What follows belongs to an exercise in optimizing a design on an open flow for small area, a short achievable clock period and few clock cycles per item; a production flow would make more cautious choices. Where RTL was checked, it was by simulation tests only, not by an equivalence proof against the original.

## build 57
## prince_top
module prince_top(
  input [63:0] data,
  input [127:0] key,
  input en_de,
  input clk,
  input rst,
  input start,
  output [63:0] out,
  output done);
Settings: LEC_CHECK=0, CAP_MARGIN=5, CORE_MARGIN=2, CORE_UTILIZATION=40, SETUP_SLACK_MARGIN=2.6, SLEW_MARGIN=5; clock period 5.5 ns.
standard.sh (not shown) runs the stock make flow with config.mk's settings and CLKGATE_MAP_FILE= SYNTH_SCRIPT=/design/flow/synth_recipe.tcl, a recipe that flattens the netlist after the stock synthesis.
==> flow/flow/run.sh <==
#!/bin/bash
# The standard layout, with the smallest plain buffer (buf_1) as the port buffer instead of
# the delay buffer that buffer_ports picks on its own. Every port still gets its buffer.
export BUFFER_PORTS_ARGS="-buffer_cell sky130_fd_sc_hd__buf_1"
bash standard.sh > standard.log 2>&1
Build 57 completed every stage of the flow, and the final layout passed the timing, DRC and antenna checks.
Testbench counts of build 57, summed over its fixed seeds: cycles 28,808, items 2,400.
For build 1, these inputs were changed with respect to build 57:
Settings: a change of SLEW_MARGIN from 5 to 20; an added CTS_BUF_LIST of sky130_fd_sc_hd__clkbuf_8; an added CTS_CLUSTER_SIZE of 16; a change of CAP_MARGIN from 5 to 20.
### Flow results
- Per the final summary, build 1 finished and its layout is clean on timing, DRC and antenna.
- Going from build 57 to build 1, final cell count -6, number of nets in the layout went down by 6.
- Any difference in number of synthesized register bits between build 1 and build 57 is small enough to ignore.
Modified inputs, build 71 compared to build 1
Settings: CTS_BUF_LIST changed from sky130_fd_sc_hd__clkbuf_8 to sky130_fd_sc_hd__clkbuf_4 sky130_fd_sc_hd__clkbuf_8; CTS_CLUSTER_SIZE changed from 16 to 24.
Re clock network area share: no difference whatsoever between build 71 and build 1. Reported for build 71 and build 1, synthesized area turned out identical to the last digit. Comparing build 71 against build 1, there is no change at all in global-route usage. As far as global routing met1 resource utilization goes, build 1 and build 71 are indistinguishable; the numbers are identical. Going from build 1 to build 71, number of cell rows about even; number of placed instances, taps included barely changed; post-synthesis sequential element count stayed essentially flat; sum of routed wire length over all layers closely matched the old numbers; number of clock buffers in the layout ~0 delta.
## Diff of input files: build 25 against build 71
Settings: CTS_CLUSTER_SIZE removed (was 24); CTS_BUF_LIST removed (was sky130_fd_sc_hd__clkbuf_4 sky130_fd_sc_hd__clkbuf_8).
==> flow/run.sh (new file) <==
#!/bin/bash
# synth_recipe.tcl (not shown) runs the flow's synth.tcl, then flattens the netlist and writes it again
# the make line also repeats each setting of config.mk as NAME=value (left out here)
make -C /OpenROAD-flow-scripts/flow DESIGN_CONFIG=/design/flow/config.mk WORK_HOME=/design/flow/orfs CLKGATE_MAP_FILE= SYNTH_SCRIPT=/design/flow/synth_recipe.tcl finish
removed: flow/flow/run.sh
removed: flow/standard.sh
==> comparison <==
Sort build 25 and build 71 by clock transition at the register clock pins on the worst setup and hold paths after CTS, ascending, and build 25 comes first.
Taking build 71 as the reference, in build 25 final critical path time including I/O delays and setup has increased; worst setup slack decreased 38 ps; met2 layer usage reported by global route higher.
For build 83, these inputs were changed with respect to build 25:
Settings: swapping 40 for 60 in CORE_UTILIZATION.
==> flow/flow/run.sh (new file) <==
#!/bin/bash
# The standard layout, with the smallest plain buffer (buf_1) as the port buffer instead of
# the delay buffer that buffer_ports picks on its own. Every port still gets its buffer.
export BUFFER_PORTS_ARGS="-buffer_cell sky130_fd_sc_hd__buf_1"
bash standard.sh > standard.log 2>&1
==> flow/standard.sh (new file) <==
#!/bin/bash
# synth_recipe.tcl (not shown) runs the flow's synth.tcl, then flattens the netlist and writes it again
# the make line also repeats each setting of config.mk as NAME=value (left out here)
make -C /OpenROAD-flow-scripts/flow DESIGN_CONFIG=/design/flow/config.mk WORK_HOME=/design/flow/orfs CLKGATE_MAP_FILE= SYNTH_SCRIPT=/design/flow/synth_recipe.tcl "${@:-finish}"
removed: flow/run.sh
==> comparison <==
When build 83 is measured against build 25, its floorplan die area turns out about 33% lower. Build 25 has higher final routed wire length divided by cell count than build 83. Area of the core is lower on build 83. sky130_fd_sc_hd__a22oi_1 as the cell type of the slowest stage on the worst timing path was reported by build 83, and sky130_fd_sc_hd__dfxtp_1 by build 25. Re synthesized cell count: no difference whatsoever between build 25 and build 83. Worst slack after detailed placement came out higher on build 83 than on build 25. Of build 25 and build 83, the lower met1 track demand over resource in global routing belongs to build 25. Build 83 against build 25: mean cell area of the mapped netlist stayed essentially flat; final critical delay including setup and external delays now smaller.

========
P:
Starting RTL as in the previous note.
Settings: LEC_CHECK=0, CAP_MARGIN=20, CORE_MARGIN=2, CORE_UTILIZATION=40, SETUP_SLACK_MARGIN=2.7, SLEW_MARGIN=20; clock period 5.5 ns.
==> flow/flow/run.sh <==
#!/bin/bash
# The standard layout, with the smallest plain buffer (buf_1) as the port buffer instead of
# the delay buffer that buffer_ports picks on its own. Every port still gets its buffer.
export BUFFER_PORTS_ARGS="-buffer_cell sky130_fd_sc_hd__buf_1"
bash standard.sh > standard.log 2>&1
P finished all stages; the layout is clean.
Testbench counts of P, summed over its fixed seeds: cycles 28,808, items 2,400.
diff inputs: P => Q
Settings: SETUP_SLACK_MARGIN now 3.0, was 2.7.
- STATUS worst setup slack: Q wins against P
- Diff P -> Q: total clock buffers created by CTS level, relative area change from synthesis to final layout now sits higher, final worst-path cycle share fell 1.4 points, post-CTS clock slew at the launch and capture registers of the worst setup and hold paths level.
> inputs changed (Q -> R)
Settings: SETUP_SLACK_MARGIN: 3.0 -> 2.6.
==> flow/flow/run.sh <==
#!/bin/bash
# The standard layout, with the smallest plain buffer (buf_2) as the port buffer instead of
# the delay buffer that buffer_ports picks on its own. Every port still gets its buffer.
export BUFFER_PORTS_ARGS="-buffer_cell sky130_fd_sc_hd__buf_2"
bash standard.sh > standard.log 2>&1
## What came out
- Number of iterations in the first detailed-routing pass, Q and R: smaller value in R
- Against Q, final wirelength in R came out better.
- The core utilization number comes out lower for R vs Q.
- Relative to Q, the smallest setup slack after layout of R is lower by 0.16 ns.
- R vs. Q: per-cell routed wire length went down by about 7%.
- Compared with Q, in R worst stage delay on the critical path grew by 0.09 ns, post-layout instance area shrank by about 17%, cts-stage hold buffer count held steady, share of the clock period used by the worst path after layout grew by 2.8 points.
- Diff Q -> R | cell count | down by a little under 10%
Input-level comparison between S and R:
Settings: CTS_CLUSTER_DIAMETER now 200, previously not set; CTS_CLUSTER_SIZE now 36, previously not set.
==> flow/flow/run.sh <==
#!/bin/bash
# The standard layout, with the smallest plain buffer (buf_1) as the port buffer instead of
# the delay buffer that buffer_ports picks on its own. Every port still gets its buffer.
export BUFFER_PORTS_ARGS="-buffer_cell sky130_fd_sc_hd__buf_1"
bash standard.sh > standard.log 2>&1
[summary]
Maximum number of pins on one net before global-route repair delta for S relative to R: about 1.5% lower. When the final numbers for S and R were put side by side, the critical path depth turned out to be greater in S. On synthesized cell count, S and R are basically level. Reported for S and R, post-synthesis compound-gate area fraction turned out identical to the last digit. Going from R to S, number of global-route vias before repair held steady, global-route usage was more or less identical. Initial antenna violation count: higher on R. S against R; met1 layer wirelength in the final routing is up slightly. R completed every stage of the flow, and the final layout passed the timing, DRC and antenna checks. S finished all stages; the layout is clean. For R, the leading cell type in the layout, fill and taps excluded was sky130_fd_sc_hd__buf_2, unlike S, where it was sky130_fd_sc_hd__buf_1.
Edits applied to the flow inputs when going from S to T:
Settings: clearing CTS_CLUSTER_SIZE, which used to be 36; clearing CTS_CLUSTER_DIAMETER, which used to be 200; putting PLACE_DENSITY at 0.75 where nothing was set.
Notes after the runs:
Total area of sequential cells, S and T: smaller value in T
Fraction of final layout cells with drive strength greater than 1 down 1.5 points in T wrt S
In T the placement-stage worst setup slack turned out 0.026 ns lower than in S.
T against S: met3 usage in global routing picked up an extra 0.38 points; core utilization lost 0.39 points.
Between S and T, the cell count went down.
Largest stage delay on the critical path delta (T -> S): insignificant
Against S, T comes in 107 higher on via total after detailed routing.

========
willow:
prince_top, a different RTL version from the one above (not shown whole).
Size: about 1400 cells after synthesis, roughly 73 flip-flops, about 260 I/O pins, roughly 11000 sq um of cells after synthesis.
==> flow/config.mk <==
export PLATFORM = sky130hd
export DESIGN_NAME = prince_top
export DESIGN_NICKNAME = prince_top
export VERILOG_FILES = /design/flow/design.v
export SDC_FILE = /design/flow/constraint.sdc
export NUM_CORES = 4
export LEC_CHECK = 0
export CAP_MARGIN = 20
export CORE_MARGIN = 2
export CORE_UTILIZATION = 40
export SETUP_SLACK_MARGIN = 3.4
export SLEW_MARGIN = 20
==> flow/constraint.sdc <==
create_clock -name core_clock -period 5.5 [get_ports {clk}]
set_input_delay 1.1000 -clock core_clock [delete_from_list [all_inputs] [get_ports {clk}]]
set_output_delay 1.1000 -clock core_clock [all_outputs]
set_load 0.01 [all_outputs]
run.sh (not shown) runs the stock make flow with config.mk's settings and CLKGATE_MAP_FILE= SYNTH_SCRIPT=/design/flow/synth_recipe.tcl, a recipe that flattens the netlist after the stock synthesis.
Stock flow here: none of the scripts above is used.
Here is what was changed in the inputs of cedar compared with willow.
# willow
export LEC_CHECK = 0
export CAP_MARGIN = 20
export CORE_MARGIN = 2
export CORE_UTILIZATION = 40
export SETUP_SLACK_MARGIN = 3.4
export SLEW_MARGIN = 20
create_clock -name core_clock -period 5.5 [get_ports {clk}]
# cedar
export LEC_CHECK = 0
export CAP_MARGIN = 20
export CORE_MARGIN = 2
export CORE_UTILIZATION = 40
export SETUP_SLACK_MARGIN = 2.6
export SLEW_MARGIN = 20
create_clock -name core_clock -period 5.5 [get_ports {clk}]
==> summary.txt <==
Compared willow against cedar; fraction of the mapped netlist area in compound gates within noise.
Relative to cedar, the following input files were edited for violet:
# cedar
export LEC_CHECK = 0
export CAP_MARGIN = 20
export CORE_MARGIN = 2
export CORE_UTILIZATION = 40
export SETUP_SLACK_MARGIN = 2.6
export SLEW_MARGIN = 20
create_clock -name core_clock -period 5.5 [get_ports {clk}]
# violet
export LEC_CHECK = 0
export CAP_MARGIN = 20
export CORE_MARGIN = 2
export CORE_UTILIZATION = 40
export SETUP_SLACK_MARGIN = 3.0
export SLEW_MARGIN = 20
create_clock -name core_clock -period 5.5 [get_ports {clk}]
--- outcome ---
Changes observed in violet relative to cedar: maximum frequency went up by about 1.7%, number of vias per cell +4.3%.
In violet relative to cedar, number of signal-net buffers in the layout had gone up by more than half.
Function was not checked in any run of this note: the RTL went through the layout flow alone.

==> separate check: timing with driven ports <==
In the flow no input, the clock included, has a driving cell. The finished layouts below were timed again as built, in two steps. Step 1 sets driving cells, clkbuf_16 on the clock port and buf_2 on the other inputs (assumed; they add their load-dependent delay and slew). Step 2 adds t to the input delays and takes it off the output delays; t is the mean of the earliest and latest rising clock arrival at the registers after step 1. Input paths then give back, and output paths get back, about the clock's delay inside the block. a / b / c = ideal ports / drivers / drivers and shift; a / b = the first two.
run | shift t [ns] | slack for setup (ns) | cell pins on the clock port's net
build 57 | 0.406 | 2.657 / 2.657 / 2.373 | 1
build 1 | 0.436 | 2.643 / 2.643 / 2.365 | 1
build 71 | 0.436 | 2.643 / 2.643 / 2.365 | 1
build 25 | 0.402 | 2.605 / 2.605 / 2.403 | 1
build 83 | 0.397 | 2.609 / 2.609 / 2.294 | 1
P | 0.393 | 2.700 / 2.700 / 2.326 | 1
Q | 0.409 | 2.779 / 2.779 / 2.534 | 1
R | 0.402 | 2.623 / 2.623 / 2.377 | 1
S | 0.406 | 2.657 / 2.657 / 2.373 | 1
T | 0.406 | 2.522 / 2.551 / 2.145 | 1
willow | 0.413 | 2.644 / 2.644 / 2.469 | 1
cedar | 0.399 | 2.652 / 2.652 / 2.332 | 1
violet | 0.403 | 2.699 / 2.699 / 2.503 | 1
After both steps every run listed still meets setup and hold. For T, which loses most, drivers alone change the setup slack by +0.029 ns; drivers and shift together by -0.377 ns.
